This is an optimization exercise on Yosys and OpenROAD, whose aim is a short achievable clock period, not a production implementation. The RTL was checked by simulation tests, not by an equivalence proof against the original design. In every run shown here, the design's own scripts or RTL, not TritonCTS, make the clock network. The flow treats the clock pin as an ideal source. Dropping or thinning the clock tree relies on that and would not hold on a real chip. No activity file was given, so power comes from the tool's default toggle rates.

**flow/run.sh**
```bash
#!/bin/bash
# Standard ORFS flow (the standard.sh) with:
#  - the standard flow's synthesis script wrapped so that ABC uses flow/abc_speed.script, and no
#    full-adder cell extraction;
#  - input port buffers resized and a hand-built two-level clock tree
#    (flow/pre_cts.tcl, flow/manual_cts.tcl) in place of TritonCTS;
#  - repair_timing aiming well below the 8 ns constraint.
W=$(pwd)
export MY_FLOW_DIR=$W/flow
export MY_ABC_SCRIPT=$W/flow/abc_speed.script
export FLOW_SYNTH_TCL=$W/synth_recipe.tcl
export MCTS_NROOT=4
export MCTS_NLEAF=2
bash standard.sh SYNTH_SCRIPT=$W/flow/my_synth.tcl ADDER_MAP_FILE= ABC_CLOCK_PERIOD_IN_PS=1000 \
  PRE_CTS_TCL=$W/flow/pre_cts.tcl SETUP_SLACK_MARGIN=5.7 finish > flow_make.log 2>&1
```
**flow/abc_speed.script**
```
strash
&get -n
&st
&if -g -K 6
&syn2
&if -g -K 6
&put
dch -f
map {D}
buffer
upsize {D}
dnsize {D}
stime -p
```
**flow/manual_cts.tcl**
```tcl
proc mcts_split {items key} {
  set s [lsort -real -index $key $items]
  set h [expr {[llength $s] / 2}]
  return [list [lrange $s 0 [expr {$h - 1}]] [lrange $s $h end]]
}
proc mcts_groups {items n} {
  set groups [list $items]
  set key 1
  while {[llength $groups] < $n} {
    set ng {}
    foreach g $groups { lappend ng {*}[mcts_split $g $key] }
    set groups $ng
    set key [expr {$key == 1 ? 2 : 1}]
  }
  return $groups
}
proc mcts_center {g} {
  set sx 0; set sy 0
  foreach e $g { set sx [expr {$sx + [lindex $e 1]}]; set sy [expr {$sy + [lindex $e 2]}] }
  return [list [expr {int($sx / [llength $g])}] [expr {int($sy / [llength $g])}]]
}
proc mcts_buffer {block master name innet g} {
  lassign [mcts_center $g] cx cy
  set inst [odb::dbInst_create $block $master $name]
  set net [odb::dbNet_create $block "${name}_net"]
  $net setSigType CLOCK
  [$inst findITerm A] connect $innet
  [$inst findITerm X] connect $net
  foreach e $g { set it [lindex $e 0]; $it disconnect; $it connect $net }
  $inst setLocation $cx $cy
  $inst setPlacementStatus PLACED
  return [list [$inst findITerm A] $cx $cy]
}
proc manual_cts {args} {
  set nroot [expr {[info exists ::env(MCTS_NROOT)] ? $::env(MCTS_NROOT) : 4}]
  set nleaf [expr {[info exists ::env(MCTS_NLEAF)] ? $::env(MCTS_NLEAF) : 1}]
  set block [ord::get_db_block]
  set master [[ord::get_db] findMaster sky130_fd_sc_hd__clkbuf_16]
  set clknet [[$block findBTerm CLK] getNet]
  set items {}
  foreach it [$clknet getITerms] {
    set b [[$it getInst] getBBox]
    lappend items [list $it [expr {([$b xMin] + [$b xMax]) / 2}] [expr {([$b yMin] + [$b yMax]) / 2}]]
  }
  puts "manual_cts: [llength $items] sinks, $nroot root buffers, $nleaf leaf buffers each"
  set r 0
  foreach g [mcts_groups $items $nroot] {
    if {$nleaf > 1} {
      # leaf buffers first, on the clock port's net; then the root buffer takes them over
      set leaves {}
      set l 0
      foreach lg [mcts_groups $g $nleaf] {
        lappend leaves [mcts_buffer $block $master "clkbuf_m_${r}_$l" $clknet $lg]
        puts "manual_cts: leaf $r.$l drives [llength $lg] sinks"
        incr l
      }
      mcts_buffer $block $master "clkbuf_m_$r" $clknet $leaves
    } else {
      mcts_buffer $block $master "clkbuf_m_$r" $clknet $g
      puts "manual_cts: root $r drives [llength $g] sinks"
    }
    incr r
  }
}
```
**flow/my_synth.tcl**
```tcl
# The standard flow's synthesis script (synth_recipe.tcl), with Yosys's abc pass given our own ABC
# script: SOP balancing before a delay-driven standard-cell map.
proc abc {args} {
  set i [lsearch -exact $args -script]
  if {$i >= 0} { lset args [expr {$i + 1}] $::env(MY_ABC_SCRIPT) }
  yosys abc {*}$args
}
source $::env(FLOW_SYNTH_TCL)
```
**flow/pre_cts.tcl**
```tcl
# Start of ORFS's CTS step.
# 1. Input port buffers: a buf_8 on every input port (the standard flow's rule: every port keeps a
#    buffer); the ports fan out widely and the placement-time buffers are small.
foreach inst [get_cells input*] {
  set m [get_property $inst ref_name]
  if {[string match "sky130_fd_sc_hd__*buf*" $m]} {
    replace_cell $inst sky130_fd_sc_hd__buf_8
  }
}
# 2. Replace TritonCTS by the clock tree of manual_cts.tcl; the rest of the step
#    (legalization, timing repair) runs unchanged.
source $::env(MY_FLOW_DIR)/manual_cts.tcl
rename clock_tree_synthesis tritoncts_clock_tree_synthesis
proc clock_tree_synthesis {args} { manual_cts }
```
**standard.sh**
```bash
#!/bin/bash
# synth_recipe.tcl (not shown) runs the flow's synth.tcl, then flattens the netlist and writes it again
# the make line also repeats each setting of config.mk as NAME=value (left out here)
make -C /OpenROAD-flow-scripts/flow DESIGN_CONFIG=/design/flow/config.mk WORK_HOME=/design/flow/orfs CLKGATE_MAP_FILE= SYNTH_SCRIPT=/design/flow/synth_recipe.tcl "${@:-finish}"
```
**config.mk**
```make
export PLATFORM = sky130hd
export DESIGN_NAME = alu
export DESIGN_NICKNAME = alu
export VERILOG_FILES = /design/flow/design.v
export SDC_FILE = /design/flow/constraint.sdc
export NUM_CORES = 4
export LEC_CHECK = 0
export CAP_MARGIN = 20
export CORE_MARGIN = 2
export CORE_UTILIZATION = 40
export SLEW_MARGIN = 20
```
**constraint.sdc**
```tcl
create_clock -name core_clock -period 8.0 [get_ports {CLK}]
set_input_delay 1.6000 -clock core_clock [delete_from_list [all_inputs] [get_ports {CLK}]]
set_output_delay 1.6000 -clock core_clock [all_outputs]
set_load 0.01 [all_outputs]
```
**design.v**
```verilog
module alu(OPA, OPB, CIN, INP_VALID, CLK, RST, CMD, CE, MODE, COUT, OFLOW, RES, G, E, L, ERR);
    input [7:0] OPA, OPB;
    input CLK, RST, CE, MODE, CIN;
    input [1:0] INP_VALID;
    input [3:0] CMD;
    output reg [15:0] RES;
    output reg COUT, OFLOW, G, E, L, ERR;
    wire vab = INP_VALID[0] & INP_VALID[1];
    wire va = INP_VALID[0];
    wire vb = INP_VALID[1];
    wire am = CE & MODE;
    wire lm = CE & ~MODE;
    wire d_add = am & vab & (CMD == 4'd0);
    wire d_sub = am & vab & (CMD == 4'd1);
    wire d_addc = am & vab & (CMD == 4'd2);
    wire d_subc = am & vab & (CMD == 4'd3);
    wire d_inca = am & va & (CMD == 4'd4);
    wire d_deca = am & va & (CMD == 4'd5);
    wire d_incb = am & vb & (CMD == 4'd6);
    wire d_decb = am & vb & (CMD == 4'd7);
    wire d_cmp = am & vab & (CMD == 4'd8);
    wire d_sadd = am & vab & (CMD == 4'd11);
    wire d_ssub = am & vab & (CMD == 4'd12);
    wire d_and = lm & vab & (CMD == 4'd0);
    wire d_nand = lm & vab & (CMD == 4'd1);
    wire d_or = lm & vab & (CMD == 4'd2);
    wire d_nor = lm & vab & (CMD == 4'd3);
    wire d_xor = lm & vab & (CMD == 4'd4);
    wire d_xnor = lm & vab & (CMD == 4'd5);
    wire d_nota = lm & va & (CMD == 4'd6);
    wire d_notb = lm & vb & (CMD == 4'd7);
    wire d_shra = lm & va & (CMD == 4'd8);
    wire d_shla = lm & va & (CMD == 4'd9);
    wire d_shrb = lm & vb & (CMD == 4'd10);
    wire d_shlb = lm & vb & (CMD == 4'd11);
    wire d_rol = lm & vab & (CMD == 4'd12);
    wire d_ror = lm & vab & (CMD == 4'd13);
    wire mul_en = am & vab & (CMD[3:2] == 2'b10) & (CMD[1] ^ CMD[0]);
    wire [9:0] y = {2'b00, OPB};
    wire [9:0] xa = {2'b00, OPA};
    wire b0i_y0 = 1'b1, b0i_y1 = y[0], b0i_y2 = y[1];
    wire one0i = b0i_y1 ^ b0i_y0;
    wire e0i = b0i_y2 ^ b0i_y1;
    wire [8:0] row0i_d = {9{b0i_y2}} ^ (one0i ? xa[8:0] : ({9{e0i}} & {xa[7:0], 1'b1}));
    wire b0s_y0 = 1'b0, b0s_y1 = y[0], b0s_y2 = y[1];
    wire one0s = b0s_y1 ^ b0s_y0;
    wire e0s = b0s_y2 ^ b0s_y1;
    wire [8:0] row0s_d = {9{b0s_y2}} ^ (one0s ? xa[8:0] : ({9{e0s}} & {xa[7:0], 1'b0}));
    wire cor0i_d = ~y[1] | y[0];
    wire cor0s_d = y[1];
    wire b1_y0 = y[1], b1_y1 = y[2], b1_y2 = y[3];
    wire one1 = b1_y1 ^ b1_y0;               
    wire e1 = b1_y2 ^ b1_y1;                 
    wire [8:1] row1_d = {8{b1_y2}} ^ (one1 ? xa[8:1] : ({8{e1}} & xa[7:0]));
    wire row1i0_d = b1_y2 ^ (one1 ? xa[0] : e1);
    wire row1s0_d = b1_y2 ^ (one1 & xa[0]);
    wire cor1i_d = (~b1_y2 & (b1_y1 | b1_y0)) | (b1_y2 & b1_y1 & b1_y0);
    wire cor1s_d = b1_y2;
    wire b2_y0 = y[3], b2_y1 = y[4], b2_y2 = y[5];
    wire one2 = b2_y1 ^ b2_y0;               
    wire e2 = b2_y2 ^ b2_y1;                 
    wire [8:1] row2_d = {8{b2_y2}} ^ (one2 ? xa[8:1] : ({8{e2}} & xa[7:0]));
    wire row2i0_d = b2_y2 ^ (one2 ? xa[0] : e2);
    wire row2s0_d = b2_y2 ^ (one2 & xa[0]);
    wire cor2i_d = (~b2_y2 & (b2_y1 | b2_y0)) | (b2_y2 & b2_y1 & b2_y0);
    wire cor2s_d = b2_y2;
    wire b3_y0 = y[5], b3_y1 = y[6], b3_y2 = y[7];
    wire one3 = b3_y1 ^ b3_y0;               
    wire e3 = b3_y2 ^ b3_y1;                 
    wire [8:1] row3_d = {8{b3_y2}} ^ (one3 ? xa[8:1] : ({8{e3}} & xa[7:0]));
    wire row3i0_d = b3_y2 ^ (one3 ? xa[0] : e3);
    wire row3s0_d = b3_y2 ^ (one3 & xa[0]);
    wire cor3i_d = (~b3_y2 & (b3_y1 | b3_y0)) | (b3_y2 & b3_y1 & b3_y0);
    wire cor3s_d = b3_y2;
    wire b4_y0 = y[7], b4_y1 = y[8], b4_y2 = y[9];
    wire one4 = b4_y1 ^ b4_y0;               
    wire e4 = b4_y2 ^ b4_y1;                 
    wire [7:1] row4_d = {7{b4_y2}} ^ (one4 ? xa[7:1] : ({7{e4}} & xa[6:0]));
    wire row4i0_d = b4_y2 ^ (one4 ? xa[0] : e4);
    wire row4s0_d = b4_y2 ^ (one4 & xa[0]);
    wire cor4i_d = (~b4_y2 & (b4_y1 | b4_y0)) | (b4_y2 & b4_y1 & b4_y0);
    wire cor4s_d = b4_y2;
    wire [15:0] rol_d = {OPA, OPA} << OPB[2:0];
    wire [15:0] ror_d = {OPA, OPA} >> OPB[2:0];
    wire cu_d = CIN & ~CMD[3] & CMD[1] & ~CMD[0];       
    wire cv_d = ~(CIN & ~CMD[3] & CMD[1] & CMD[0]);    
    reg [8:0] row0i_q, row0s_q;
    reg cor0i_q, cor0s_q;
    reg [8:1] row1_q;
    reg row1i0_q, row1s0_q, cor1i_q, cor1s_q;
    reg [8:1] row2_q;
    reg row2i0_q, row2s0_q, cor2i_q, cor2s_q;
    reg [8:1] row3_q;
    reg row3i0_q, row3s0_q, cor3i_q, cor3s_q;
    reg [7:1] row4_q;
    reg row4i0_q, row4s0_q, cor4i_q, cor4s_q;
    reg [3:0] sgn_q;         
    reg m_inc_q, m_sft_q;
    reg [7:0] a_q, b_q;
    reg [7:0] rol_q, ror_q;    
    reg err1_q;                
    reg [7:0] ug_q, up_q, vg_q, vp_q;
    reg ug0c_q, vg0c_q;
    reg cu_q, cv_q, bmax_cin_q, za_q, zb_q;
    reg q_add;
    reg q_sub;
    reg q_addc;
    reg q_subc;
    reg q_inca;
    reg q_deca;
    reg q_incb;
    reg q_decb;
    reg q_cmp;
    reg q_sadd;
    reg q_ssub;
    reg q_and;
    reg q_nand;
    reg q_or;
    reg q_nor;
    reg q_xor;
    reg q_xnor;
    reg q_nota;
    reg q_notb;
    reg q_shra;
    reg q_shla;
    reg q_shrb;
    reg q_shlb;
    reg q_rol;
    reg q_ror;
    always @(posedge CLK) begin
        row0i_q <= row0i_d; row0s_q <= row0s_d;
        cor0i_q <= cor0i_d; cor0s_q <= cor0s_d;
        row1_q <= row1_d;
        row1i0_q <= row1i0_d; row1s0_q <= row1s0_d;
        cor1i_q <= cor1i_d; cor1s_q <= cor1s_d;
        row2_q <= row2_d;
        row2i0_q <= row2i0_d; row2s0_q <= row2s0_d;
        cor2i_q <= cor2i_d; cor2s_q <= cor2s_d;
        row3_q <= row3_d;
        row3i0_q <= row3i0_d; row3s0_q <= row3s0_d;
        cor3i_q <= cor3i_d; cor3s_q <= cor3s_d;
        row4_q <= row4_d;
        row4i0_q <= row4i0_d; row4s0_q <= row4s0_d;
        cor4i_q <= cor4i_d; cor4s_q <= cor4s_d;
        sgn_q <= {OPB[7], OPB[5], OPB[3], OPB[1]};
        m_inc_q <= mul_en & CMD[0];
        m_sft_q <= mul_en & ~CMD[0];
        a_q <= OPA;
        rol_q <= rol_d[15:8];
        ror_q <= ror_d[7:0];
        err1_q <= (d_rol | d_ror) & (|OPB[7:3]);
        ug_q <= OPA & OPB;
        up_q <= OPA ^ OPB;
        vg_q <= OPA & ~OPB;
        vp_q <= ~(OPA ^ OPB);
        ug0c_q <= (OPA[0] & OPB[0]) | ((OPA[0] ^ OPB[0]) & cu_d);
        vg0c_q <= (OPA[0] & ~OPB[0]) | (~(OPA[0] ^ OPB[0]) & cv_d);
        b_q <= OPB;
        cu_q <= cu_d;
        cv_q <= cv_d;
        bmax_cin_q <= CIN & (&OPB);
        za_q <= (OPA == 8'd0);
        zb_q <= (OPB == 8'd0);
        q_add <= d_add;
        q_sub <= d_sub;
        q_addc <= d_addc;
        q_subc <= d_subc;
        q_inca <= d_inca;
        q_deca <= d_deca;
        q_incb <= d_incb;
        q_decb <= d_decb;
        q_cmp <= d_cmp;
        q_sadd <= d_sadd;
        q_ssub <= d_ssub;
        q_and <= d_and;
        q_nand <= d_nand;
        q_or <= d_or;
        q_nor <= d_nor;
        q_xor <= d_xor;
        q_xnor <= d_xnor;
        q_nota <= d_nota;
        q_notb <= d_notb;
        q_shra <= d_shra;
        q_shla <= d_shla;
        q_shrb <= d_shrb;
        q_shlb <= d_shlb;
        q_rol <= d_rol;
        q_ror <= d_ror;
    end
    wire u_G0_1 = ug_q[1] | (up_q[1] & ug0c_q);
    wire u_G0_2 = ug_q[2] | (up_q[2] & ug_q[1]);
    wire u_P0_2 = up_q[2] & up_q[1];
    wire u_G0_3 = ug_q[3] | (up_q[3] & ug_q[2]);
    wire u_P0_3 = up_q[3] & up_q[2];
    wire u_G0_4 = ug_q[4] | (up_q[4] & ug_q[3]);
    wire u_P0_4 = up_q[4] & up_q[3];
    wire u_G0_5 = ug_q[5] | (up_q[5] & ug_q[4]);
    wire u_P0_5 = up_q[5] & up_q[4];
    wire u_G0_6 = ug_q[6] | (up_q[6] & ug_q[5]);
    wire u_P0_6 = up_q[6] & up_q[5];
    wire u_G0_7 = ug_q[7] | (up_q[7] & ug_q[6]);
    wire u_P0_7 = up_q[7] & up_q[6];
    wire u_G1_2 = u_G0_2 | (u_P0_2 & ug0c_q);
    wire u_G1_3 = u_G0_3 | (u_P0_3 & u_G0_1);
    wire u_G1_4 = u_G0_4 | (u_P0_4 & u_G0_2);
    wire u_P1_4 = u_P0_4 & u_P0_2;
    wire u_G1_5 = u_G0_5 | (u_P0_5 & u_G0_3);
    wire u_P1_5 = u_P0_5 & u_P0_3;
    wire u_G1_6 = u_G0_6 | (u_P0_6 & u_G0_4);
    wire u_P1_6 = u_P0_6 & u_P0_4;
    wire u_G1_7 = u_G0_7 | (u_P0_7 & u_G0_5);
    wire u_P1_7 = u_P0_7 & u_P0_5;
    wire u_G2_4 = u_G1_4 | (u_P1_4 & ug0c_q);
    wire u_G2_5 = u_G1_5 | (u_P1_5 & u_G0_1);
    wire u_G2_6 = u_G1_6 | (u_P1_6 & u_G1_2);
    wire u_G2_7 = u_G1_7 | (u_P1_7 & u_G1_3);
    wire v_G0_1 = vg_q[1] | (vp_q[1] & vg0c_q);
    wire v_G0_2 = vg_q[2] | (vp_q[2] & vg_q[1]);
    wire v_P0_2 = vp_q[2] & vp_q[1];
    wire v_G0_3 = vg_q[3] | (vp_q[3] & vg_q[2]);
    wire v_P0_3 = vp_q[3] & vp_q[2];
    wire v_G0_4 = vg_q[4] | (vp_q[4] & vg_q[3]);
    wire v_P0_4 = vp_q[4] & vp_q[3];
    wire v_G0_5 = vg_q[5] | (vp_q[5] & vg_q[4]);
    wire v_P0_5 = vp_q[5] & vp_q[4];
    wire v_G0_6 = vg_q[6] | (vp_q[6] & vg_q[5]);
    wire v_P0_6 = vp_q[6] & vp_q[5];
    wire v_G0_7 = vg_q[7] | (vp_q[7] & vg_q[6]);
    wire v_P0_7 = vp_q[7] & vp_q[6];
    wire v_G1_2 = v_G0_2 | (v_P0_2 & vg0c_q);
    wire v_G1_3 = v_G0_3 | (v_P0_3 & v_G0_1);
    wire v_G1_4 = v_G0_4 | (v_P0_4 & v_G0_2);
    wire v_P1_4 = v_P0_4 & v_P0_2;
    wire v_G1_5 = v_G0_5 | (v_P0_5 & v_G0_3);
    wire v_P1_5 = v_P0_5 & v_P0_3;
    wire v_G1_6 = v_G0_6 | (v_P0_6 & v_G0_4);
    wire v_P1_6 = v_P0_6 & v_P0_4;
    wire v_G1_7 = v_G0_7 | (v_P0_7 & v_G0_5);
    wire v_P1_7 = v_P0_7 & v_P0_5;
    wire v_G2_4 = v_G1_4 | (v_P1_4 & vg0c_q);
    wire v_G2_5 = v_G1_5 | (v_P1_5 & v_G0_1);
    wire v_G2_6 = v_G1_6 | (v_P1_6 & v_G1_2);
    wire v_G2_7 = v_G1_7 | (v_P1_7 & v_G1_3);
    wire [7:0] su = {(up_q[7] ^ u_G2_6), (up_q[6] ^ u_G2_5), (up_q[5] ^ u_G2_4), (up_q[4] ^ u_G1_3), (up_q[3] ^ u_G1_2), (up_q[2] ^ u_G0_1), (up_q[1] ^ ug0c_q), (up_q[0] ^ cu_q)};
    wire cu8 = u_G2_7;
    wire [7:0] sv = {(vp_q[7] ^ v_G2_6), (vp_q[6] ^ v_G2_5), (vp_q[5] ^ v_G2_4), (vp_q[4] ^ v_G1_3), (vp_q[3] ^ v_G1_2), (vp_q[2] ^ v_G0_1), (vp_q[1] ^ vg0c_q), (vp_q[0] ^ cv_q)};
    wire cv8 = v_G2_7;
    wire [7:0] ia = a_q + 8'd1;
    wire [7:0] da = a_q - 8'd1;
    wire [7:0] ib = b_q + 8'd1;
    wire [7:0] db = b_q - 8'd1;
    wire s8a = up_q[7] ^ cu8;      
    wire s8s = vp_q[7] ^ cv8;      
    wire eq = &vp_q;
    wire zsa = ~(|su) & ~s8a;
    wire zss = ~(|sv) & ~s8s;
    wire berr = |b_q[7:3];
    wire [7:0] lo8 =
          ({8{q_add | q_addc | q_sadd}} & su)
        | ({8{q_sub | q_subc | q_ssub}} & sv)
        | ({8{q_inca}} & ia) | ({8{q_deca}} & da) | ({8{q_incb}} & ib) | ({8{q_decb}} & db)
        | ({8{q_and}} & (a_q & b_q)) | ({8{q_nand}} & ~(a_q & b_q))
        | ({8{q_or}} & (a_q | b_q)) | ({8{q_nor}} & ~(a_q | b_q))
        | ({8{q_xor}} & (a_q ^ b_q)) | ({8{q_xnor}} & ~(a_q ^ b_q))
        | ({8{q_nota}} & ~a_q) | ({8{q_notb}} & ~b_q)
        | ({8{q_shra}} & {1'b0, a_q[7:1]}) | ({8{q_shla}} & {a_q[6:0], 1'b0})
        | ({8{q_shrb}} & {1'b0, b_q[7:1]}) | ({8{q_shlb}} & {b_q[6:0], 1'b0})
        | ({8{q_rol & ~berr}} & rol_q) | ({8{q_ror & ~berr}} & ror_q);
    wire hi = (q_sadd & s8a) | (q_ssub & s8s);
    wire [15:0] other = {{8{hi}}, lo8};
    wire cout_d = ((q_add | q_addc) & cu8) | (q_sadd & s8a) | (q_ssub & s8s);
    wire oflow_d = (q_sub & ~cv8) | (q_subc & ~cv8 & ~bmax_cin_q)
        | (q_deca & za_q) | (q_decb & zb_q)
        | (q_sadd & ~up_q[7] & (su[7] ^ ug_q[7]))      
        | (q_ssub & ~vp_q[7] & (sv[7] ^ vg_q[7]));     
    wire g_d = (q_cmp & cv8 & ~eq) | (q_sadd & ~s8a & ~zsa) | (q_ssub & ~s8s & ~zss);
    wire e_d = (q_cmp & eq) | (q_sadd & zsa) | (q_ssub & zss);
    wire l_d = (q_cmp & ~cv8) | (q_sadd & s8a) | (q_ssub & s8s);
    wire err_d = err1_q;
    wire t0s = row0i_q[6] ^ row1_q[4];
    wire t0c = row0i_q[6] & row1_q[4];
    wire t1s = row0i_q[7] ^ row1_q[5];
    wire t1c = row0i_q[7] & row1_q[5];
    wire t2s = row0i_q[8] ^ row1_q[6] ^ row2_q[4];
    wire t2c = (row0i_q[8] & row1_q[6]) | (row0i_q[8] & row2_q[4]) | (row1_q[6] & row2_q[4]);
    wire t3s = row3_q[2] ^ row4i0_q;
    wire t3c = row3_q[2] & row4i0_q;
    wire t4s = row1_q[7] ^ row2_q[5] ^ row3_q[3];
    wire t4c = (row1_q[7] & row2_q[5]) | (row1_q[7] & row3_q[3]) | (row2_q[5] & row3_q[3]);
    wire t5s = row4_q[1] ^ sgn_q[0];
    wire t5c = row4_q[1] & sgn_q[0];
    wire t6s = row1_q[8] ^ row2_q[6] ^ row3_q[4];
    wire t6c = (row1_q[8] & row2_q[6]) | (row1_q[8] & row3_q[4]) | (row2_q[6] & row3_q[4]);
    wire t7s = row4_q[2] ^ sgn_q[0];
    wire t7c = row4_q[2] & sgn_q[0];
    wire t8s = row2_q[7] ^ row3_q[5] ^ row4_q[3];
    wire t8c = (row2_q[7] & row3_q[5]) | (row2_q[7] & row4_q[3]) | (row3_q[5] & row4_q[3]);
    wire t9s = ~sgn_q[1] ^ ~sgn_q[0];
    wire t9c = ~sgn_q[1] & ~sgn_q[0];
    wire t10s = row2_q[8] ^ row3_q[6] ^ row4_q[4];
    wire t10c = (row2_q[8] & row3_q[6]) | (row2_q[8] & row4_q[4]) | (row3_q[6] & row4_q[4]);
    wire t11s = row0i_q[4] ^ row1_q[2];
    wire t11c = row0i_q[4] & row1_q[2];
    wire t12s = row0i_q[5] ^ row1_q[3];
    wire t12c = row0i_q[5] & row1_q[3];
    wire t13s = t0s ^ row2_q[2] ^ row3i0_q;
    wire t13c = (t0s & row2_q[2]) | (t0s & row3i0_q) | (row2_q[2] & row3i0_q);
    wire t14s = t0c ^ t1s ^ row2_q[3];
    wire t14c = (t0c & t1s) | (t0c & row2_q[3]) | (t1s & row2_q[3]);
    wire t15s = t1c ^ t2s ^ t3s;
    wire t15c = (t1c & t2s) | (t1c & t3s) | (t2s & t3s);
    wire t16s = t2c ^ t3c ^ t4s;
    wire t16c = (t2c & t3c) | (t2c & t4s) | (t3c & t4s);
    wire t17s = t4c ^ t5c ^ t6s;
    wire t17c = (t4c & t5c) | (t4c & t6s) | (t5c & t6s);
    wire t18s = t6c ^ t7c ^ t8s;
    wire t18c = (t6c & t7c) | (t6c & t8s) | (t7c & t8s);
    wire t19s = t8c ^ t9c ^ t10s;
    wire t19c = (t8c & t9c) | (t8c & t10s) | (t9c & t10s);
    wire t20s = t10c ^ row3_q[7] ^ row4_q[5];
    wire t20c = (t10c & row3_q[7]) | (t10c & row4_q[5]) | (row3_q[7] & row4_q[5]);
    wire t21s = row3_q[8] ^ row4_q[6];
    wire t21c = row3_q[8] & row4_q[6];
    wire t22s = row0i_q[2] ^ row1i0_q;
    wire t22c = row0i_q[2] & row1i0_q;
    wire t23s = row0i_q[3] ^ row1_q[1];
    wire t23c = row0i_q[3] & row1_q[1];
    wire t24s = t11s ^ row2i0_q ^ cor2i_q;
    wire t24c = (t11s & row2i0_q) | (t11s & cor2i_q) | (row2i0_q & cor2i_q);
    wire t25s = t11c ^ t12s ^ row2_q[1];
    wire t25c = (t11c & t12s) | (t11c & row2_q[1]) | (t12s & row2_q[1]);
    wire t26s = t12c ^ t13s ^ cor3i_q;
    wire t26c = (t12c & t13s) | (t12c & cor3i_q) | (t13s & cor3i_q);
    wire t27s = t13c ^ t14s ^ row3_q[1];
    wire t27c = (t13c & t14s) | (t13c & row3_q[1]) | (t14s & row3_q[1]);
    wire t28s = t14c ^ t15s ^ cor4i_q;
    wire t28c = (t14c & t15s) | (t14c & cor4i_q) | (t15s & cor4i_q);
    wire t29s = t15c ^ t16s ^ t5s;
    wire t29c = (t15c & t16s) | (t15c & t5s) | (t16s & t5s);
    wire t30s = t16c ^ t17s ^ t7s;
    wire t30c = (t16c & t17s) | (t16c & t7s) | (t17s & t7s);
    wire t31s = t17c ^ t18s ^ t9s;
    wire t31c = (t17c & t18s) | (t17c & t9s) | (t18s & t9s);
    wire t32s = t18c ^ t19s ^ 1'b1;
    wire t32c = (t18c & t19s) | (t18c & 1'b1) | (t19s & 1'b1);
    wire t33s = t19c ^ t20s ^ ~sgn_q[2];
    wire t33c = (t19c & t20s) | (t19c & ~sgn_q[2]) | (t20s & ~sgn_q[2]);
    wire t34s = t20c ^ t21s ^ 1'b1;
    wire t34c = (t20c & t21s) | (t20c & 1'b1) | (t21s & 1'b1);
    wire t35s = t21c ^ row4_q[7] ^ ~sgn_q[3];
    wire t35c = (t21c & row4_q[7]) | (t21c & ~sgn_q[3]) | (row4_q[7] & ~sgn_q[3]);
    wire fi_g0 = row0i_q[0] & cor0i_q & m_inc_q;
    wire fi_p0 = (row0i_q[0] ^ cor0i_q) & m_inc_q;
    wire fi_g1 = row0i_q[1] & 1'b0 & m_inc_q;
    wire fi_p1 = (row0i_q[1] ^ 1'b0) & m_inc_q;
    wire fi_g2 = t22s & cor1i_q & m_inc_q;
    wire fi_p2 = (t22s ^ cor1i_q) & m_inc_q;
    wire fi_g3 = t22c & t23s & m_inc_q;
    wire fi_p3 = (t22c ^ t23s) & m_inc_q;
    wire fi_g4 = t23c & t24s & m_inc_q;
    wire fi_p4 = (t23c ^ t24s) & m_inc_q;
    wire fi_g5 = t24c & t25s & m_inc_q;
    wire fi_p5 = (t24c ^ t25s) & m_inc_q;
    wire fi_g6 = t25c & t26s & m_inc_q;
    wire fi_p6 = (t25c ^ t26s) & m_inc_q;
    wire fi_g7 = t26c & t27s & m_inc_q;
    wire fi_p7 = (t26c ^ t27s) & m_inc_q;
    wire fi_g8 = t27c & t28s & m_inc_q;
    wire fi_p8 = (t27c ^ t28s) & m_inc_q;
    wire fi_g9 = t28c & t29s & m_inc_q;
    wire fi_p9 = (t28c ^ t29s) & m_inc_q;
    wire fi_g10 = t29c & t30s & m_inc_q;
    wire fi_p10 = (t29c ^ t30s) & m_inc_q;
    wire fi_g11 = t30c & t31s & m_inc_q;
    wire fi_p11 = (t30c ^ t31s) & m_inc_q;
    wire fi_g12 = t31c & t32s & m_inc_q;
    wire fi_p12 = (t31c ^ t32s) & m_inc_q;
    wire fi_g13 = t32c & t33s & m_inc_q;
    wire fi_p13 = (t32c ^ t33s) & m_inc_q;
    wire fi_g14 = t33c & t34s & m_inc_q;
    wire fi_p14 = (t33c ^ t34s) & m_inc_q;
    wire fi_g15 = t34c & t35s & m_inc_q;
    wire fi_p15 = (t34c ^ t35s) & m_inc_q;
    wire fi_G0_1 = fi_g1 | (fi_p1 & fi_g0);
    wire fi_G0_2 = fi_g2 | (fi_p2 & fi_g1);
    wire fi_P0_2 = fi_p2 & fi_p1;
    wire fi_G0_3 = fi_g3 | (fi_p3 & fi_g2);
    wire fi_P0_3 = fi_p3 & fi_p2;
    wire fi_G0_4 = fi_g4 | (fi_p4 & fi_g3);
    wire fi_P0_4 = fi_p4 & fi_p3;
    wire fi_G0_5 = fi_g5 | (fi_p5 & fi_g4);
    wire fi_P0_5 = fi_p5 & fi_p4;
    wire fi_G0_6 = fi_g6 | (fi_p6 & fi_g5);
    wire fi_P0_6 = fi_p6 & fi_p5;
    wire fi_G0_7 = fi_g7 | (fi_p7 & fi_g6);
    wire fi_P0_7 = fi_p7 & fi_p6;
    wire fi_G0_8 = fi_g8 | (fi_p8 & fi_g7);
    wire fi_P0_8 = fi_p8 & fi_p7;
    wire fi_G0_9 = fi_g9 | (fi_p9 & fi_g8);
    wire fi_P0_9 = fi_p9 & fi_p8;
    wire fi_G0_10 = fi_g10 | (fi_p10 & fi_g9);
    wire fi_P0_10 = fi_p10 & fi_p9;
    wire fi_G0_11 = fi_g11 | (fi_p11 & fi_g10);
    wire fi_P0_11 = fi_p11 & fi_p10;
    wire fi_G0_12 = fi_g12 | (fi_p12 & fi_g11);
    wire fi_P0_12 = fi_p12 & fi_p11;
    wire fi_G0_13 = fi_g13 | (fi_p13 & fi_g12);
    wire fi_P0_13 = fi_p13 & fi_p12;
    wire fi_G0_14 = fi_g14 | (fi_p14 & fi_g13);
    wire fi_P0_14 = fi_p14 & fi_p13;
    wire fi_G0_15 = fi_g15 | (fi_p15 & fi_g14);
    wire fi_P0_15 = fi_p15 & fi_p14;
    wire fi_G1_2 = fi_G0_2 | (fi_P0_2 & fi_g0);
    wire fi_G1_3 = fi_G0_3 | (fi_P0_3 & fi_G0_1);
    wire fi_G1_4 = fi_G0_4 | (fi_P0_4 & fi_G0_2);
    wire fi_P1_4 = fi_P0_4 & fi_P0_2;
    wire fi_G1_5 = fi_G0_5 | (fi_P0_5 & fi_G0_3);
    wire fi_P1_5 = fi_P0_5 & fi_P0_3;
    wire fi_G1_6 = fi_G0_6 | (fi_P0_6 & fi_G0_4);
    wire fi_P1_6 = fi_P0_6 & fi_P0_4;
    wire fi_G1_7 = fi_G0_7 | (fi_P0_7 & fi_G0_5);
    wire fi_P1_7 = fi_P0_7 & fi_P0_5;
    wire fi_G1_8 = fi_G0_8 | (fi_P0_8 & fi_G0_6);
    wire fi_P1_8 = fi_P0_8 & fi_P0_6;
    wire fi_G1_9 = fi_G0_9 | (fi_P0_9 & fi_G0_7);
    wire fi_P1_9 = fi_P0_9 & fi_P0_7;
    wire fi_G1_10 = fi_G0_10 | (fi_P0_10 & fi_G0_8);
    wire fi_P1_10 = fi_P0_10 & fi_P0_8;
    wire fi_G1_11 = fi_G0_11 | (fi_P0_11 & fi_G0_9);
    wire fi_P1_11 = fi_P0_11 & fi_P0_9;
    wire fi_G1_12 = fi_G0_12 | (fi_P0_12 & fi_G0_10);
    wire fi_P1_12 = fi_P0_12 & fi_P0_10;
    wire fi_G1_13 = fi_G0_13 | (fi_P0_13 & fi_G0_11);
    wire fi_P1_13 = fi_P0_13 & fi_P0_11;
    wire fi_G1_14 = fi_G0_14 | (fi_P0_14 & fi_G0_12);
    wire fi_P1_14 = fi_P0_14 & fi_P0_12;
    wire fi_G1_15 = fi_G0_15 | (fi_P0_15 & fi_G0_13);
    wire fi_P1_15 = fi_P0_15 & fi_P0_13;
    wire fi_G2_4 = fi_G1_4 | (fi_P1_4 & fi_g0);
    wire fi_G2_5 = fi_G1_5 | (fi_P1_5 & fi_G0_1);
    wire fi_G2_6 = fi_G1_6 | (fi_P1_6 & fi_G1_2);
    wire fi_G2_7 = fi_G1_7 | (fi_P1_7 & fi_G1_3);
    wire fi_G2_8 = fi_G1_8 | (fi_P1_8 & fi_G1_4);
    wire fi_P2_8 = fi_P1_8 & fi_P1_4;
    wire fi_G2_9 = fi_G1_9 | (fi_P1_9 & fi_G1_5);
    wire fi_P2_9 = fi_P1_9 & fi_P1_5;
    wire fi_G2_10 = fi_G1_10 | (fi_P1_10 & fi_G1_6);
    wire fi_P2_10 = fi_P1_10 & fi_P1_6;
    wire fi_G2_11 = fi_G1_11 | (fi_P1_11 & fi_G1_7);
    wire fi_P2_11 = fi_P1_11 & fi_P1_7;
    wire fi_G2_12 = fi_G1_12 | (fi_P1_12 & fi_G1_8);
    wire fi_P2_12 = fi_P1_12 & fi_P1_8;
    wire fi_G2_13 = fi_G1_13 | (fi_P1_13 & fi_G1_9);
    wire fi_P2_13 = fi_P1_13 & fi_P1_9;
    wire fi_G2_14 = fi_G1_14 | (fi_P1_14 & fi_G1_10);
    wire fi_P2_14 = fi_P1_14 & fi_P1_10;
    wire fi_G2_15 = fi_G1_15 | (fi_P1_15 & fi_G1_11);
    wire fi_P2_15 = fi_P1_15 & fi_P1_11;
    wire fi_G3_8 = fi_G2_8 | (fi_P2_8 & fi_g0);
    wire fi_G3_9 = fi_G2_9 | (fi_P2_9 & fi_G0_1);
    wire fi_G3_10 = fi_G2_10 | (fi_P2_10 & fi_G1_2);
    wire fi_G3_11 = fi_G2_11 | (fi_P2_11 & fi_G1_3);
    wire fi_G3_12 = fi_G2_12 | (fi_P2_12 & fi_G2_4);
    wire fi_G3_13 = fi_G2_13 | (fi_P2_13 & fi_G2_5);
    wire fi_G3_14 = fi_G2_14 | (fi_P2_14 & fi_G2_6);
    wire fi_G3_15 = fi_G2_15 | (fi_P2_15 & fi_G2_7);
    wire t36s = row0s_q[6] ^ row1_q[4];
    wire t36c = row0s_q[6] & row1_q[4];
    wire t37s = row0s_q[7] ^ row1_q[5];
    wire t37c = row0s_q[7] & row1_q[5];
    wire t38s = row0s_q[8] ^ row1_q[6] ^ row2_q[4];
    wire t38c = (row0s_q[8] & row1_q[6]) | (row0s_q[8] & row2_q[4]) | (row1_q[6] & row2_q[4]);
    wire t39s = row3_q[2] ^ row4s0_q;
    wire t39c = row3_q[2] & row4s0_q;
    wire t40s = row1_q[7] ^ row2_q[5] ^ row3_q[3];
    wire t40c = (row1_q[7] & row2_q[5]) | (row1_q[7] & row3_q[3]) | (row2_q[5] & row3_q[3]);
    wire t41s = row4_q[1] ^ sgn_q[0];
    wire t41c = row4_q[1] & sgn_q[0];
    wire t42s = row1_q[8] ^ row2_q[6] ^ row3_q[4];
    wire t42c = (row1_q[8] & row2_q[6]) | (row1_q[8] & row3_q[4]) | (row2_q[6] & row3_q[4]);
    wire t43s = row4_q[2] ^ sgn_q[0];
    wire t43c = row4_q[2] & sgn_q[0];
    wire t44s = row2_q[7] ^ row3_q[5] ^ row4_q[3];
    wire t44c = (row2_q[7] & row3_q[5]) | (row2_q[7] & row4_q[3]) | (row3_q[5] & row4_q[3]);
    wire t45s = ~sgn_q[1] ^ ~sgn_q[0];
    wire t45c = ~sgn_q[1] & ~sgn_q[0];
    wire t46s = row2_q[8] ^ row3_q[6] ^ row4_q[4];
    wire t46c = (row2_q[8] & row3_q[6]) | (row2_q[8] & row4_q[4]) | (row3_q[6] & row4_q[4]);
    wire t47s = row0s_q[4] ^ row1_q[2];
    wire t47c = row0s_q[4] & row1_q[2];
    wire t48s = row0s_q[5] ^ row1_q[3];
    wire t48c = row0s_q[5] & row1_q[3];
    wire t49s = t36s ^ row2_q[2] ^ row3s0_q;
    wire t49c = (t36s & row2_q[2]) | (t36s & row3s0_q) | (row2_q[2] & row3s0_q);
    wire t50s = t36c ^ t37s ^ row2_q[3];
    wire t50c = (t36c & t37s) | (t36c & row2_q[3]) | (t37s & row2_q[3]);
    wire t51s = t37c ^ t38s ^ t39s;
    wire t51c = (t37c & t38s) | (t37c & t39s) | (t38s & t39s);
    wire t52s = t38c ^ t39c ^ t40s;
    wire t52c = (t38c & t39c) | (t38c & t40s) | (t39c & t40s);
    wire t53s = t40c ^ t41c ^ t42s;
    wire t53c = (t40c & t41c) | (t40c & t42s) | (t41c & t42s);
    wire t54s = t42c ^ t43c ^ t44s;
    wire t54c = (t42c & t43c) | (t42c & t44s) | (t43c & t44s);
    wire t55s = t44c ^ t45c ^ t46s;
    wire t55c = (t44c & t45c) | (t44c & t46s) | (t45c & t46s);
    wire t56s = t46c ^ row3_q[7] ^ row4_q[5];
    wire t56c = (t46c & row3_q[7]) | (t46c & row4_q[5]) | (row3_q[7] & row4_q[5]);
    wire t57s = row3_q[8] ^ row4_q[6];
    wire t57c = row3_q[8] & row4_q[6];
    wire t58s = row0s_q[2] ^ row1s0_q;
    wire t58c = row0s_q[2] & row1s0_q;
    wire t59s = row0s_q[3] ^ row1_q[1];
    wire t59c = row0s_q[3] & row1_q[1];
    wire t60s = t47s ^ row2s0_q ^ cor2s_q;
    wire t60c = (t47s & row2s0_q) | (t47s & cor2s_q) | (row2s0_q & cor2s_q);
    wire t61s = t47c ^ t48s ^ row2_q[1];
    wire t61c = (t47c & t48s) | (t47c & row2_q[1]) | (t48s & row2_q[1]);
    wire t62s = t48c ^ t49s ^ cor3s_q;
    wire t62c = (t48c & t49s) | (t48c & cor3s_q) | (t49s & cor3s_q);
    wire t63s = t49c ^ t50s ^ row3_q[1];
    wire t63c = (t49c & t50s) | (t49c & row3_q[1]) | (t50s & row3_q[1]);
    wire t64s = t50c ^ t51s ^ cor4s_q;
    wire t64c = (t50c & t51s) | (t50c & cor4s_q) | (t51s & cor4s_q);
    wire t65s = t51c ^ t52s ^ t41s;
    wire t65c = (t51c & t52s) | (t51c & t41s) | (t52s & t41s);
    wire t66s = t52c ^ t53s ^ t43s;
    wire t66c = (t52c & t53s) | (t52c & t43s) | (t53s & t43s);
    wire t67s = t53c ^ t54s ^ t45s;
    wire t67c = (t53c & t54s) | (t53c & t45s) | (t54s & t45s);
    wire t68s = t54c ^ t55s ^ 1'b1;
    wire t68c = (t54c & t55s) | (t54c & 1'b1) | (t55s & 1'b1);
    wire t69s = t55c ^ t56s ^ ~sgn_q[2];
    wire t69c = (t55c & t56s) | (t55c & ~sgn_q[2]) | (t56s & ~sgn_q[2]);
    wire t70s = t56c ^ t57s ^ 1'b1;
    wire t70c = (t56c & t57s) | (t56c & 1'b1) | (t57s & 1'b1);
    wire fs_g0 = 1'b0 & 1'b0 & m_sft_q;
    wire fs_p0 = (1'b0 ^ 1'b0) & m_sft_q;
    wire fs_g1 = row0s_q[0] & cor0s_q & m_sft_q;
    wire fs_p1 = (row0s_q[0] ^ cor0s_q) & m_sft_q;
    wire fs_g2 = row0s_q[1] & 1'b0 & m_sft_q;
    wire fs_p2 = (row0s_q[1] ^ 1'b0) & m_sft_q;
    wire fs_g3 = t58s & cor1s_q & m_sft_q;
    wire fs_p3 = (t58s ^ cor1s_q) & m_sft_q;
    wire fs_g4 = t58c & t59s & m_sft_q;
    wire fs_p4 = (t58c ^ t59s) & m_sft_q;
    wire fs_g5 = t59c & t60s & m_sft_q;
    wire fs_p5 = (t59c ^ t60s) & m_sft_q;
    wire fs_g6 = t60c & t61s & m_sft_q;
    wire fs_p6 = (t60c ^ t61s) & m_sft_q;
    wire fs_g7 = t61c & t62s & m_sft_q;
    wire fs_p7 = (t61c ^ t62s) & m_sft_q;
    wire fs_g8 = t62c & t63s & m_sft_q;
    wire fs_p8 = (t62c ^ t63s) & m_sft_q;
    wire fs_g9 = t63c & t64s & m_sft_q;
    wire fs_p9 = (t63c ^ t64s) & m_sft_q;
    wire fs_g10 = t64c & t65s & m_sft_q;
    wire fs_p10 = (t64c ^ t65s) & m_sft_q;
    wire fs_g11 = t65c & t66s & m_sft_q;
    wire fs_p11 = (t65c ^ t66s) & m_sft_q;
    wire fs_g12 = t66c & t67s & m_sft_q;
    wire fs_p12 = (t66c ^ t67s) & m_sft_q;
    wire fs_g13 = t67c & t68s & m_sft_q;
    wire fs_p13 = (t67c ^ t68s) & m_sft_q;
    wire fs_g14 = t68c & t69s & m_sft_q;
    wire fs_p14 = (t68c ^ t69s) & m_sft_q;
    wire fs_g15 = t69c & t70s & m_sft_q;
    wire fs_p15 = (t69c ^ t70s) & m_sft_q;
    wire fs_G0_1 = fs_g1 | (fs_p1 & fs_g0);
    wire fs_G0_2 = fs_g2 | (fs_p2 & fs_g1);
    wire fs_P0_2 = fs_p2 & fs_p1;
    wire fs_G0_3 = fs_g3 | (fs_p3 & fs_g2);
    wire fs_P0_3 = fs_p3 & fs_p2;
    wire fs_G0_4 = fs_g4 | (fs_p4 & fs_g3);
    wire fs_P0_4 = fs_p4 & fs_p3;
    wire fs_G0_5 = fs_g5 | (fs_p5 & fs_g4);
    wire fs_P0_5 = fs_p5 & fs_p4;
    wire fs_G0_6 = fs_g6 | (fs_p6 & fs_g5);
    wire fs_P0_6 = fs_p6 & fs_p5;
    wire fs_G0_7 = fs_g7 | (fs_p7 & fs_g6);
    wire fs_P0_7 = fs_p7 & fs_p6;
    wire fs_G0_8 = fs_g8 | (fs_p8 & fs_g7);
    wire fs_P0_8 = fs_p8 & fs_p7;
    wire fs_G0_9 = fs_g9 | (fs_p9 & fs_g8);
    wire fs_P0_9 = fs_p9 & fs_p8;
    wire fs_G0_10 = fs_g10 | (fs_p10 & fs_g9);
    wire fs_P0_10 = fs_p10 & fs_p9;
    wire fs_G0_11 = fs_g11 | (fs_p11 & fs_g10);
    wire fs_P0_11 = fs_p11 & fs_p10;
    wire fs_G0_12 = fs_g12 | (fs_p12 & fs_g11);
    wire fs_P0_12 = fs_p12 & fs_p11;
    wire fs_G0_13 = fs_g13 | (fs_p13 & fs_g12);
    wire fs_P0_13 = fs_p13 & fs_p12;
    wire fs_G0_14 = fs_g14 | (fs_p14 & fs_g13);
    wire fs_P0_14 = fs_p14 & fs_p13;
    wire fs_G0_15 = fs_g15 | (fs_p15 & fs_g14);
    wire fs_P0_15 = fs_p15 & fs_p14;
    wire fs_G1_2 = fs_G0_2 | (fs_P0_2 & fs_g0);
    wire fs_G1_3 = fs_G0_3 | (fs_P0_3 & fs_G0_1);
    wire fs_G1_4 = fs_G0_4 | (fs_P0_4 & fs_G0_2);
    wire fs_P1_4 = fs_P0_4 & fs_P0_2;
    wire fs_G1_5 = fs_G0_5 | (fs_P0_5 & fs_G0_3);
    wire fs_P1_5 = fs_P0_5 & fs_P0_3;
    wire fs_G1_6 = fs_G0_6 | (fs_P0_6 & fs_G0_4);
    wire fs_P1_6 = fs_P0_6 & fs_P0_4;
    wire fs_G1_7 = fs_G0_7 | (fs_P0_7 & fs_G0_5);
    wire fs_P1_7 = fs_P0_7 & fs_P0_5;
    wire fs_G1_8 = fs_G0_8 | (fs_P0_8 & fs_G0_6);
    wire fs_P1_8 = fs_P0_8 & fs_P0_6;
    wire fs_G1_9 = fs_G0_9 | (fs_P0_9 & fs_G0_7);
    wire fs_P1_9 = fs_P0_9 & fs_P0_7;
    wire fs_G1_10 = fs_G0_10 | (fs_P0_10 & fs_G0_8);
    wire fs_P1_10 = fs_P0_10 & fs_P0_8;
    wire fs_G1_11 = fs_G0_11 | (fs_P0_11 & fs_G0_9);
    wire fs_P1_11 = fs_P0_11 & fs_P0_9;
    wire fs_G1_12 = fs_G0_12 | (fs_P0_12 & fs_G0_10);
    wire fs_P1_12 = fs_P0_12 & fs_P0_10;
    wire fs_G1_13 = fs_G0_13 | (fs_P0_13 & fs_G0_11);
    wire fs_P1_13 = fs_P0_13 & fs_P0_11;
    wire fs_G1_14 = fs_G0_14 | (fs_P0_14 & fs_G0_12);
    wire fs_P1_14 = fs_P0_14 & fs_P0_12;
    wire fs_G1_15 = fs_G0_15 | (fs_P0_15 & fs_G0_13);
    wire fs_P1_15 = fs_P0_15 & fs_P0_13;
    wire fs_G2_4 = fs_G1_4 | (fs_P1_4 & fs_g0);
    wire fs_G2_5 = fs_G1_5 | (fs_P1_5 & fs_G0_1);
    wire fs_G2_6 = fs_G1_6 | (fs_P1_6 & fs_G1_2);
    wire fs_G2_7 = fs_G1_7 | (fs_P1_7 & fs_G1_3);
    wire fs_G2_8 = fs_G1_8 | (fs_P1_8 & fs_G1_4);
    wire fs_P2_8 = fs_P1_8 & fs_P1_4;
    wire fs_G2_9 = fs_G1_9 | (fs_P1_9 & fs_G1_5);
    wire fs_P2_9 = fs_P1_9 & fs_P1_5;
    wire fs_G2_10 = fs_G1_10 | (fs_P1_10 & fs_G1_6);
    wire fs_P2_10 = fs_P1_10 & fs_P1_6;
    wire fs_G2_11 = fs_G1_11 | (fs_P1_11 & fs_G1_7);
    wire fs_P2_11 = fs_P1_11 & fs_P1_7;
    wire fs_G2_12 = fs_G1_12 | (fs_P1_12 & fs_G1_8);
    wire fs_P2_12 = fs_P1_12 & fs_P1_8;
    wire fs_G2_13 = fs_G1_13 | (fs_P1_13 & fs_G1_9);
    wire fs_P2_13 = fs_P1_13 & fs_P1_9;
    wire fs_G2_14 = fs_G1_14 | (fs_P1_14 & fs_G1_10);
    wire fs_P2_14 = fs_P1_14 & fs_P1_10;
    wire fs_G2_15 = fs_G1_15 | (fs_P1_15 & fs_G1_11);
    wire fs_P2_15 = fs_P1_15 & fs_P1_11;
    wire fs_G3_8 = fs_G2_8 | (fs_P2_8 & fs_g0);
    wire fs_G3_9 = fs_G2_9 | (fs_P2_9 & fs_G0_1);
    wire fs_G3_10 = fs_G2_10 | (fs_P2_10 & fs_G1_2);
    wire fs_G3_11 = fs_G2_11 | (fs_P2_11 & fs_G1_3);
    wire fs_G3_12 = fs_G2_12 | (fs_P2_12 & fs_G2_4);
    wire fs_G3_13 = fs_G2_13 | (fs_P2_13 & fs_G2_5);
    wire fs_G3_14 = fs_G2_14 | (fs_P2_14 & fs_G2_6);
    wire fs_G3_15 = fs_G2_15 | (fs_P2_15 & fs_G2_7);
    wire [15:0] res_d = {((fi_p15 | fs_p15 | other[15]) ^ (fi_G3_14 | fs_G3_14)), ((fi_p14 | fs_p14 | other[14]) ^ (fi_G3_13 | fs_G3_13)), ((fi_p13 | fs_p13 | other[13]) ^ (fi_G3_12 | fs_G3_12)), ((fi_p12 | fs_p12 | other[12]) ^ (fi_G3_11 | fs_G3_11)), ((fi_p11 | fs_p11 | other[11]) ^ (fi_G3_10 | fs_G3_10)), ((fi_p10 | fs_p10 | other[10]) ^ (fi_G3_9 | fs_G3_9)), ((fi_p9 | fs_p9 | other[9]) ^ (fi_G3_8 | fs_G3_8)), ((fi_p8 | fs_p8 | other[8]) ^ (fi_G2_7 | fs_G2_7)), ((fi_p7 | fs_p7 | other[7]) ^ (fi_G2_6 | fs_G2_6)), ((fi_p6 | fs_p6 | other[6]) ^ (fi_G2_5 | fs_G2_5)), ((fi_p5 | fs_p5 | other[5]) ^ (fi_G2_4 | fs_G2_4)), ((fi_p4 | fs_p4 | other[4]) ^ (fi_G1_3 | fs_G1_3)), ((fi_p3 | fs_p3 | other[3]) ^ (fi_G1_2 | fs_G1_2)), ((fi_p2 | fs_p2 | other[2]) ^ (fi_G0_1 | fs_G0_1)), ((fi_p1 | fs_p1 | other[1]) ^ (fi_g0 | fs_g0)), ((fi_p0 | fs_p0 | other[0]) ^ (1'b0 | 1'b0))};
    always @(posedge CLK or posedge RST) begin
        if (RST) begin
            RES <= 16'd0;
            COUT <= 1'b0; OFLOW <= 1'b0; G <= 1'b0; E <= 1'b0; L <= 1'b0; ERR <= 1'b0;
        end
        else begin
            RES <= res_d;
            COUT <= cout_d; OFLOW <= oflow_d; G <= g_d; E <= e_d; L <= l_d; ERR <= err_d;
        end
    end
endmodule
```
==> results of run 1 <==
[cells by family (layout without fill, tap and decap cells)]
family | after synthesis | count (layout) | synth area share, %
compound gates | 385 | 385 | 21.1
xor+xnor | 29 | 29 | 2.08
buf+inv | 222 | 455 | 7.00
flops | 180 | 180 | 30.4
mux | 1 | 1 | 0.0819
simple gates | 1033 | 1034 | 39.4
[per-layer routing]
metal | track usage, % | share of wire (%) | routed length [µm]
met1 | 47.2 | 41 | 23200
met2 | 49.0 | 43 | 24400
met3 | 3.80 | 11 | 5930
met4 | 11.7 | 5.1 | 2900
met5 | 0 | 0 | 0
[worst min-delay path by stage]
stage	slack, ns	start	cells after the start	end
6_report	0.35	err1_q	0	ERR
5_1_grt	0.37	err1_q	0	ERR
4_1_cts	0.34	err1_q	0	ERR
3_5_place_dp	0.34	err1_q	0	ERR
3_3_place_gp	0.32	err1_q	0	ERR
2_1_floorplan	0.32	err1_q	0	ERR
[per-stage QoR]
stage | utilization (%) | instances | hold WS (ns) | worst slack, ns | area [µm²]
after global routing | 60.3 | 2474 | 0.365 | 5.33 | 18000
final | 60.3 | 2474 | 0.345 | 5.32 | 18000
after detailed placement | 44.2 | 2247 | 0.340 | 3.91 | 13200
after global placement | 44.2 | 2247 | 0.319 | 3.96 | 13200
after floorplan | - | 1850 | 0.316 | 5.55 | 12500
after CTS | 55.6 | 2406 | 0.340 | 5.27 | 16600
[synth_stat cells (18+ instances only)]
cell type and number:
nand2_1 368, nand3_1 230, nor2_1 207, inv_1 168, dfxtp_1 158, nand4_1 112, o21ai_0 100, a21oi_1 79
clkbuf_1 34, nor3_1 33, o221ai_1 32, o22ai_1 23, dfrtp_1 22, xor2_1 20, a22oi_1 18
[power groups by stage]
stage	registers, mW	clock network (mW)	logic [mW]
after CTS	1.07	0.428	0.964
after floorplan	1.03	0	0.579
final	1.06	0.556	1.14
after detailed placement	1.06	0	0.784
after global routing	1.07	0.595	1.22
after global placement	1.06	0	0.776
[layout make-up]
cell class	instances	area (µm²)	area share (%)
inverter	175	802	4.45
tap	390	488	2.71
buffer	12	300	1.67
timing repair inverter	5	37.5	0.208
timing repair buffer	263	2870	15.9
sequential	180	3810	21.2
multi-input combinational	1449	9700	53.9
[flip-flops by register name, indices dropped and copies added (netlist names), 8 cells and up]
register  flops
RES          16
a_q           8
rol_q         8
ror_q         8
row0i_q       9
row0s_q       9
row1_q        8
row2_q        8
row3_q        8
up_q          8
vp_q          8
[what timing repair did]
item	4_1_cts	5_1_grt
endpoints found under the setup margin	196	82
hold buffers	0	0
resized for setup	461	286
endpoints found under the hold margin	0	0
gates cloned	15	2
setup buffers	132	66
pin swaps	100	100
==> reports/qor.yml, run 1 <==
power:
  power_leakage_nw: 7.64
  pwr-share-comb_pct: 41.4
  clkPwrFrac_pct: 20.1
  power_mw: 2.76
  powerDensity_mw_per_mm2: 153
  irDropWorstVdd_mv: 0.123
  swShare_pct: 39.5
  internal_power_mw: 1.67
  p_seq_share_pct: 38.4
  p_sw_mw: 1.09
final_layout:
  final_common_cell: "nand2_1"
  fill_cells: 2564
  fin_nets: 2113
  antennaDiodeCount: 0
  layout_common_cells: "324 x nand2_1, 192 x nand3_1, 137 x buf_4, 124 x nor2_1, 120 x inv_1"
  area_delta_synth_final_pct: 47.4
  drive_above_1_share_pct: 36.0
yosys:
  synth_edf_count: 0
  synth_area_leader_cell: "dfxtp_1"
  synthFlopType: "dfxtp_1"
  netlist_instances: 1850
  syn_area_mm2: 0.0122
  ys_async_sr_fraction_pct: 12.2
  synth-seq-cells: 180
  ys_warn_count: 1
  yosys-top-cells-area: "dfxtp_1 26%, nand2_1 11%, nand3_1 9.4%, nor2_1 6.4%, nand4_1 5.7%"
  synth_top_area_share_pct: 25.9
  avgSynthCellArea_um2: 6.60
  synth-seq-area-share_pct: 30.4
  ys_types: 68
  synth_nets: 1877
sta:
  worst_slew_pin_slew_ns: 0.570
  finalMaxSlewViolations: 0
  fin_setup_tns_ns: 0
  max_slew_margin_pct: 61.9
  rsz0062_at_grt: "yes"
  fin_skew_ns: 0.0360
  timing.fmax_mhz: 373
  period_needed_ns: 2.68
  min_period_over_period_pct: 33.6
  setup_viol: 0
  hold_viol: 0
global_route:
  antenna_found_initial: 1
  track_usage_pct: 32.4
  first_global_vias: 13500
  gr-total-overflow: 0
  grt_pass1_wl_um: 79900
  grt_max_degree: 24
worst_setup_path:
  start_kind: "input pin"
  cpPeakStageDelay_ns: 0.28
  cp.depth: 8
  reg2regPathDepth: 12
  worst-path-buf-inv: 5
  arrival_ns: 2.86
  crit_path_end_kind: "register"
  critPathMaxFanout: 7
  crit_family: "buffers and inverters"
  cp_slowest_cell: "o21ai_0"
  r2r_slack_ns: 5.59
  r2r-end: "RES[13]"
  regToRegStartpoint: "m_inc_q"
  startpoint: "OPB[1]"
  cp-endpoint: "ror_q[3]"
  critPathKind: "in2reg"
  required_ns: 8.18
  path_cells: "buf_8 -> buf_16 -> buf_4 -> buf_12 -> clkinvlp_4 -> nand3_1 -> o21ai_1 -> o21ai_0"
route:
  routed_wl_um: 56400
  vias: 15600
  drt_iter0_drc: 1863
  wl_per_cell_um: 22.8
  via_per_inst: 6.32
  antenna_left: 0
  route.detailed.drc: 0
  first_pass_iters: 7
floorplanning:
  ios: 49
  die_x_um: 179
  coreArea_mm2: 0.0299
  dieArea_mm2: 0.0320
  die_h_um: 179
  start_util_pct: 40.9
  rows: 63
placed_design:
  place_congestion: 0.959
  port_buffers: 48
  hpwlAfterDp_um: 36500
clocking:
  clk_pin_slew_worst_paths_ns: 0.09
  clock_latency_ns: 0.31
status:
  status: "complete, no violations"
hold_path:
  hp-class: "reg2reg"
flow_run:
  max_cap_violations: 0
==> inputs of run 2 (changes only) <==
--- a/flow/run.sh
+++ b/flow/run.sh
@@ -13,3 +13,3 @@
 export MCTS_NLEAF=2
 bash standard.sh SYNTH_SCRIPT=$W/flow/my_synth.tcl ADDER_MAP_FILE= ABC_CLOCK_PERIOD_IN_PS=1000 \
-  PRE_CTS_TCL=$W/flow/pre_cts.tcl SETUP_SLACK_MARGIN=5.7 finish > flow_make.log 2>&1
+  PRE_CTS_TCL=$W/flow/pre_cts.tcl SETUP_SLACK_MARGIN=5.7 TNS_END_PERCENT=20 finish > flow_make.log 2>&1
==> run 2 against run 1 <==
Compared with the run above:
- still clean
- worst hold slack gained 0.15 ns
- largest power group is now sequential cells
- global-route usage decreased by 1.9 points
- wire length is 11% lower
- via count shrank 5.5%
- register-to-register slack got worse by 0.04 ns
- cell area shrank 12%
- cell count down 3.9%
- die area is the same
==> reports/qor.yml, run 2 <==
floorplanning:
  coreArea_mm2: 0.0299
  ios: 49
  start_util_pct: 40.9
  rows: 63
  die_h_um: 179
  dieArea_mm2: 0.0320
  die_x_um: 179
final_layout:
  multi_input_area_mm2: 0.00866
  area_delta_synth_final_pct: 29.2
  layout_common_cells: "337 x nand2_1, 211 x nand3_1, 166 x nor2_1, 140 x inv_1, 119 x dfxtp_1"
  largest_reg_flops: 16
  drive_above_1_share_pct: 23.5
  fin_nets: 2016
  antennaDiodeCount: 0
  largest-register: "RES"
  final_common_cell: "nand2_1"
  reg_top3: "RES (16), row0i_q (9), row0s_q (9)"
  fill_cells: 2882
  final_util_pct: 52.8
  seq_area_mm2: 0.00380
power:
  irDropWorstVdd_mv: 0.116
  power_leakage_nw: 6.94
  p_seq_share_pct: 41.1
  clkPwrFrac_pct: 21.6
  swShare_pct: 38.8
  powerDensity_mw_per_mm2: 164
  pwr-share-comb_pct: 37.2
  internal_power_mw: 1.58
  p_sw_mw: 1.00
sta:
  timing.fmax_mhz: 404
  hold_viol: 0
  min_period_over_period_pct: 31.0
  finalMaxSlewViolations: 0
  worst_slew_pin_slew_ns: 0.827
  period_needed_ns: 2.48
  fin_skew_ns: 0.0539
  rsz0062_at_grt: "yes"
  setup_viol: 0
  max_slew_margin_pct: 44.4
  fin_ws_ns: 5.52
  fin_setup_tns_ns: 0
  hold-worst-slack_ns: 0.493
route:
  via_per_inst: 6.21
  first_pass_iters: 6
  wl_per_cell_um: 21.2
  routed_wl_um: 50500
  antenna_left: 0
  drt_iter0_drc: 1930
  vias: 14800
  route.detailed.drc: 0
global_route:
  antenna_found_initial: 2
  track_usage_pct: 30.5
  grt_max_degree: 24
  gr-total-overflow: 0
  grt_pass1_wl_um: 75800
  first_global_vias: 13100
worst_setup_path:
  path_cells: "buf_16 -> clkinvlp_4 -> a21oi_2 -> nor2_1 -> or2_4 -> nand2_1 -> o21ai_1"
  crit_path_end_kind: "register"
  required_ns: 8.17
  arrival_ns: 2.65
  r2r_slack_ns: 5.55
  critPathKind: "in2reg"
  critPathMaxFanout: 6
  cp_slowest_cell: "a21oi_2"
  start_kind: "input pin"
  cpPeakStageDelay_ns: 0.25
placed_design:
  port_buffers: 48
  preCtsSetupSlack_ns: 3.82
  hpwlAfterDp_um: 36600
  place_congestion: 0.967
yosys:
  synth_top_area_share_pct: 25.9
  synth_nets: 1877
  syn_area_mm2: 0.0122
  synth_edf_count: 0
  ys_top_cells_by_count: "368 x nand2_1, 230 x nand3_1, 207 x nor2_1, 168 x inv_1, 158 x dfxtp_1"
  synth_area_leader_cell: "dfxtp_1"
  ys_warn_count: 1
  ys_async_sr_fraction_pct: 12.2
  netlist_instances: 1850
  yosys-top-cells-area: "dfxtp_1 26%, nand2_1 11%, nand3_1 9.4%, nor2_1 6.4%, nand4_1 5.7%"
  ys_types: 68
  yosysMostFrequentCell: "nand2_1"
  synth-seq-area-share_pct: 30.4
  synth-seq-cells: 180
  avgSynthCellArea_um2: 6.60
  synthFlopType: "dfxtp_1"
flow_run:
  max_cap_violations: 0
clocking:
  hold_buffers: 0
  clk_pin_slew_worst_paths_ns: 0.10
  clock_latency_ns: 0.32
hold_path:
  hp-class: "reg2reg"
status:
  status: "complete, no violations"
[run 2: cell count changes in the layout (fill, tap and decap cells not counted), moves of 11 or more]
cell	before	now
nor3_1	15	26
o21ai_2	27	10
nand3_2	43	26
nand3_1	192	211
nor2_2	38	19
nor2_4	47	24
o21ai_0	42	62
buf_4	137	92
nor2_1	124	166
buf_6	45	12
nand2_1	324	337
buf_12	30	14
a21oi_1	54	70
inv_1	120	140
[run 2: logic make-up after synthesis]
family / count (synthesis) / share of synthesized area, %
and+or+nand+nor: 1033 / 39.4
muxes: 1 / 0.0819
xor gates and xnor gates: 29 / 2.08
DFF: 180 / 30.4
AOI/OAI and AO/OA: 385 / 21.1
buffers and inverters: 222 / 7.00
[run 2: power groups by stage]
stage	Sequential [mW]	Combinational (mW)	Clock, mW
finish	1.06	0.960	0.558
global route	1.07	1.04	0.597
CTS	1.07	0.894	0.428
detailed placement	1.07	0.774	0
global placement	1.07	0.765	0
floorplan	1.03	0.573	0
[run 2: worst paths after layout]
path	cells past startpoint	end	startpoint
min in group asynchronous	2	RES[2]	RST
worst max-delay path	7	ror_q[7]	OPB[0]
worst max register to register	14	RES[14]	b_q[1]
worst min-delay path	0	ERR	err1_q
max in group asynchronous	2	RES[1]	RST
worst min register to register	0	ERR	err1_q
[run 2: routing by layer]
layer / vias up / track usage (%) / part of all wire [%]
met5: - / 0 / 0.026
met4: 2 / 7.59 / 3.3
met3: 142 / 3.71 / 10
met2: 852 / 47.3 / 43
met1: 6933 / 44.9 / 44
li1: 6843 / - / -
[run 2: layout make-up]
type | count | share of cell area, %
multi-input combinational | 1449 | 54.9
sequential | 180 | 24.1
timing repair buffer | 167 | 11.2
tap | 390 | 3.09
buffer | 12 | 1.90
timing repair inverter | 4 | 0.190
inverter | 175 | 4.67
[run 2: per-stage QoR]
stage	total power [mW]	cells	area [µm²]
6_report	2.58	2377	15800
5_1_grt	2.71	2377	15800
4_1_cts	2.40	2358	15300
3_5_place_dp	1.84	2245	13100
3_3_place_gp	1.83	2245	13100
2_1_floorplan	1.60	1850	12400
[run 2: repair_timing]
action / 4_1_cts / 5_1_grt
pin swaps: 60 / 27
endpoints found under the setup margin: 194 / 89
buffers inserted: 92 / 19
cloned: 9 / 0
hold endpoints to repair: 0 / 0
gates resized for setup: 268 / 134
[run 2: worst max-delay path, delay by kind of cell]
family | cells | cell delay [ns]
buffers and inverters | 2 | 0.34
AND/OR/NAND/NOR | 3 | 0.36
AO/OA/AOI/OAI | 2 | 0.34

[static timing again, ports no longer ideal]
Ports are ideal in the flow. The routed layouts listed here were re-timed in OpenROAD. Step 1 assumes that a clkbuf_16 drives the clock port and a buf_2 every other input. Step 2, shift: input delay + t, output delay - t, t = (earliest + latest rising clock arrival at the registers) / 2. This alone moves slack from input paths to output paths. Slacks: no drivers / after step 1 / after step 2; pairs: no drivers / after step 1.
run | t, ns | setup WS [ns] | worst hold slack (ns) | worst data-port slew with drivers (ns)
run 1 | 0.392 | 5.316 / 5.360 / 4.968 | 0.345 / 0.345 / 0.345 | 0.15
run 2 | 0.400 | 5.522 / 5.461 / 5.136 | 0.493 / 0.493 / 0.493 | 0.09
After both steps every run listed still meets setup and hold. The setup slack of run 2, which loses most, moves by -0.061 ns with the drivers and by -0.386 ns with both steps.
